From an optimization exercise on the open Yosys and OpenROAD flow, aimed at small area, a short achievable clock period and few clock cycles per item; shortcuts taken in it are not production practice.
In this exercise RTL edits were held to simulation tests only and were not proved equivalent to the original.

Design ebpc_encoder, start of the top module:
module ebpc_encoder
  (
   input logic               clk_i,
   input logic               rst_ni,
   input logic [DATA_W-1:0]  data_i,
   input logic               last_i,
   input logic               vld_i,
   output logic              rdy_o,
   output logic              idle_o,
   output logic [DATA_W-1:0] znz_data_o,
   output logic              znz_last_o,
   output logic              znz_vld_o,
   input logic               znz_rdy_i,
   output logic [DATA_W-1:0] bpc_data_o,
   output logic              bpc_last_o,
   output logic              bpc_vld_o,
   input logic               bpc_rdy_i,
   output logic              blk_done_o
   );
export LEC_CHECK = 0
export CAP_MARGIN = 20
export CORE_MARGIN = 2
export CORE_UTILIZATION = 70
export CTS_CLUSTER_DIAMETER = 100
export CTS_CLUSTER_SIZE = 25
export PLACE_DENSITY = 0.8
export SLEW_MARGIN = 20
create_clock -name core_clock -period 12.0 [get_ports {clk_i}]
standard.sh (not shown) runs the stock make flow with config.mk's settings and CLKGATE_MAP_FILE= SYNTH_SCRIPT=/design/flow/synth_recipe.tcl, a recipe that flattens the netlist after the stock synthesis.
==> flow/flow/run.sh <==
#!/bin/bash
# Standard layout, with repair_timing asked for extra setup slack against
# the design's own constraints (same SDC, same clock period).
cp standard.sh standard_copy.sh.txt 2>/dev/null
export SETUP_SLACK_MARGIN=8.6
bash standard.sh > standard_flow.log 2>&1
The starting point passed the timing, design-rule and antenna checks.
Testbench counts at the start, summed over its fixed seeds: cycles 28,903, words 28,155.
Change:
--- a/flow/config.mk
+++ b/flow/config.mk
@@ -8,7 +8,5 @@
 export CAP_MARGIN = 20
 export CORE_MARGIN = 2
-export CORE_UTILIZATION = 70
-export CTS_CLUSTER_DIAMETER = 100
-export CTS_CLUSTER_SIZE = 25
-export PLACE_DENSITY = 0.8
+export CORE_UTILIZATION = 40
+export PLACE_DENSITY = 0.6
 export SLEW_MARGIN = 20
First-iteration DRC count went down by 29%; routed wire length goes up by 5.7%; final cell count came out higher by 16%; hold slack loses 0.012 ns; critical path depth stays the same; worst setup slack got worse by 0.011 ns; global-route usage is lower by 11 points; area after synthesis is unchanged.


== v6 ==
ebpc_encoder, a different RTL version from the one above (not shown whole).
Size: about 1300 cells after synthesis, ~280 flip-flops, ~37 I/O pins.
Settings: LEC_CHECK=0, CAP_MARGIN=20, CORE_MARGIN=2, CORE_UTILIZATION=40, PLACE_DENSITY=0.6, SLEW_MARGIN=20; clock period 12.0 ns.
Scripts as last shown in full above: flow/flow/run.sh
Testbench counts of v6, summed over its fixed seeds: cycles 29,247, words 28,155.
For v7, these inputs were changed with respect to v6:
==> flow/run.sh (new file) <==
#!/bin/bash
# synth_recipe.tcl (not shown) runs the flow's synth.tcl, then flattens the netlist and writes it again
# the make line also repeats each setting of config.mk as NAME=value (left out here)
make -C /OpenROAD-flow-scripts/flow DESIGN_CONFIG=/design/flow/config.mk WORK_HOME=/design/flow/orfs CLKGATE_MAP_FILE= SYNTH_SCRIPT=/design/flow/synth_recipe.tcl finish
-- flow/config.mk --
<<< v6, line 8
>>> v7, line 8
export ABC_AREA = 1
removed: flow/flow/run.sh
removed: flow/standard.sh
### Flow results
v7 vs v6 — non-clock buffer count dropped by more than a quarter
v7 against v6: synthesized cell count has increased, first-pass GRT wire length has increased.
v6 → v7: number of cells on the worst hold path grew by 1; number of flops mapped to enable cells by yosys held steady.


run 1:
Another version of the RTL of ebpc_encoder (not shown whole).
Size: about 37 I/O pins, about 0.013 mm2 of cells after synthesis.
Settings: LEC_CHECK=0, CAP_MARGIN=20, CORE_MARGIN=2, CORE_UTILIZATION=55, CTS_CLUSTER_DIAMETER=100, CTS_CLUSTER_SIZE=25, GPL_TIMING_DRIVEN=0, PLACE_DENSITY=0.7, SLEW_MARGIN=20; clock period 12.0 ns.
==> flow/flow/run.sh <==
#!/bin/bash
# Standard layout, with repair_timing asked for extra setup slack against
# the design's own constraints (same SDC, same clock period).
cp standard.sh standard_copy.sh.txt 2>/dev/null
export SETUP_SLACK_MARGIN=8.6
bash standard.sh > standard_flow.log 2>&1
Testbench counts of run 1, summed over its fixed seeds: cycles 28,903, words 28,155.
Changes in run 2 relative to run 1:
Settings: GPL_TIMING_DRIVEN removed (was 0).
--- a/flow/flow/run.sh
+++ b/flow/flow/run.sh
@@ -5,0 +6 @@
+export CTS_ARGS="-sink_clustering_enable -repair_clock_nets -sink_clustering_size 25 -sink_clustering_max_diameter 100 -dont_use_dummy_load -distance_between_buffers 2000 -branching_point_buffers_distance 2000"
## What came out
Layout overhead on the synthesized area: run 1 and run 2 compared, higher one is run 1. [run 2 vs run 1] number of vias per cell: higher in run 2. Final period utilization delta (run 1 -> run 2): insignificant. In the reports for run 1 and run 2, the smaller final critical-path required period belongs to run 1. Compared with run 1, in run 2 via count went down 3.5%, core occupancy in the finished layout went down. [diff] worst hold slack, run 2 relative to run 1: regression. Relative to run 1, the final cell area reported for run 2 is lower.
### run 2 -> run 3
Settings: ABC_AREA newly set to 1.
--- a/flow/flow/run.sh
+++ b/flow/flow/run.sh
@@ -6 +5,0 @@
-export CTS_ARGS="-sink_clustering_enable -repair_clock_nets -sink_clustering_size 25 -sink_clustering_max_diameter 100 -dont_use_dummy_load -distance_between_buffers 2000 -branching_point_buffers_distance 2000"
--- outcome ---
When run 3 is set beside run 2, its overall track demand over capacity in global routing turns out to be 0.39 points larger. Where post-route standard cell area excluding fillers is concerned, run 2 is outperformed by run 3. Each of the runs, namely run 2 and run 3, reached the end of the flow and came out clean. Run 3 vs run 2: die width down. When the final numbers for run 2 and run 3 were put side by side, the area of the die turned out to be greater in run 2. Vertical die dimension is higher on run 2. On setup slack, run 3 does better than run 2. From run 2 to run 3 the numbers moved as follows: buffers inserted during post-CTS setup optimization increased 2; share of the final layout cell area in multi-input gates decreased 4.3 points; detailed placement HPWL increased about 2.3%. Lower fraction of the yosys area taken by sequential cells among run 2 and run 3: run 2.
Edits applied to the flow inputs when going from run 3 to run 4:
Settings: clearing ABC_AREA, which used to be 1.
--- a/flow/flow/run.sh
+++ b/flow/flow/run.sh
@@ -5 +5 @@
-export SETUP_SLACK_MARGIN=8.6
+export SETUP_SLACK_MARGIN=8.8
### Flow results
Run 4 finished all stages; the layout is clean. Sequential standard cell area: run 4 vs run 3, no meaningful difference. Worst setup slack, run 3 and run 4: lower on run 4. As far as number of violations of the max-capacitance limit goes, run 4 and run 3 are indistinguishable; the numbers are identical. Run 4 vs. run 3: layout-stage area growth over the synthesis result increased by 1.5 points relative to the old numbers, post-route met1 wirelength increased by about 4% relative to the old numbers, total die area increased by 2.2% relative to the old numbers.
The inputs of run 5 differ from those of run 4 as listed below.
Settings: changing PLACE_DENSITY from 0.7 to 0.8; changing CORE_UTILIZATION from 55 to 65; setting ABC_AREA to 1 for the first time.
--- a/flow/flow/run.sh
+++ b/flow/flow/run.sh
@@ -5 +5,2 @@
-export SETUP_SLACK_MARGIN=8.8
+export SETUP_SLACK_MARGIN=8.6
+export CTS_ARGS="-sink_clustering_enable -repair_clock_nets -sink_clustering_size 25 -sink_clustering_max_diameter 100 -dont_use_dummy_load"
### Flow results
- Lower area after synthesis was reported by run 5, not run 4.
- Count of clock-buffer cells in the layout (run 5 over run 4): decrease, 8
- Number of nets at the end of the flow | run 5 above run 4
- Re die area: run 5 is 17% down on run 4.
- Design area: run 5 vs run 4 down about 4%

-- re-timing with driven ports --
No port has a modelled driver above. Below, the same layouts with a new extraction and two added sets of constraints.
Step 1 assumes that a clkbuf_16 drives the clock port and a buf_2 every other input.
Step 2, shift: input delay + t, output delay - t, t = (earliest + latest rising clock arrival at the registers) / 2. This alone moves slack from input paths to output paths.
Three values: ideal, step 1, step 2; two values: the first two.
run	shift t [ns]	setup slack, ns	worst register clock-pin slew, ns	worst slew at a driven data input, ns
the first run of note 1	0.536	8.505 / 8.459 / 8.128	0.10 / 0.10	0.04
the second run of note 1	0.589	8.494 / 8.446 / 8.106	0.06 / 0.06	0.03
v6	0.595	8.411 / 8.360 / 8.100	0.06 / 0.06	0.03
v7	0.559	8.029 / 7.978 / 7.721	0.06 / 0.06	0.03
run 1	0.540	8.538 / 8.491 / 8.134	0.10 / 0.10	0.04
run 2	0.534	8.525 / 8.477 / 8.170	0.10 / 0.10	0.03
run 3	0.540	8.540 / 8.494 / 8.206	0.10 / 0.10	0.03
run 4	0.547	8.483 / 8.433 / 8.334	0.10 / 0.10	0.03
run 5	0.518	8.575 / 8.530 / 8.187	0.10 / 0.10	0.04
After both steps setup and hold are still met in every run listed. For run 1, which loses most, drivers alone change the setup slack by -0.047 ns; drivers and shift together by -0.404 ns.
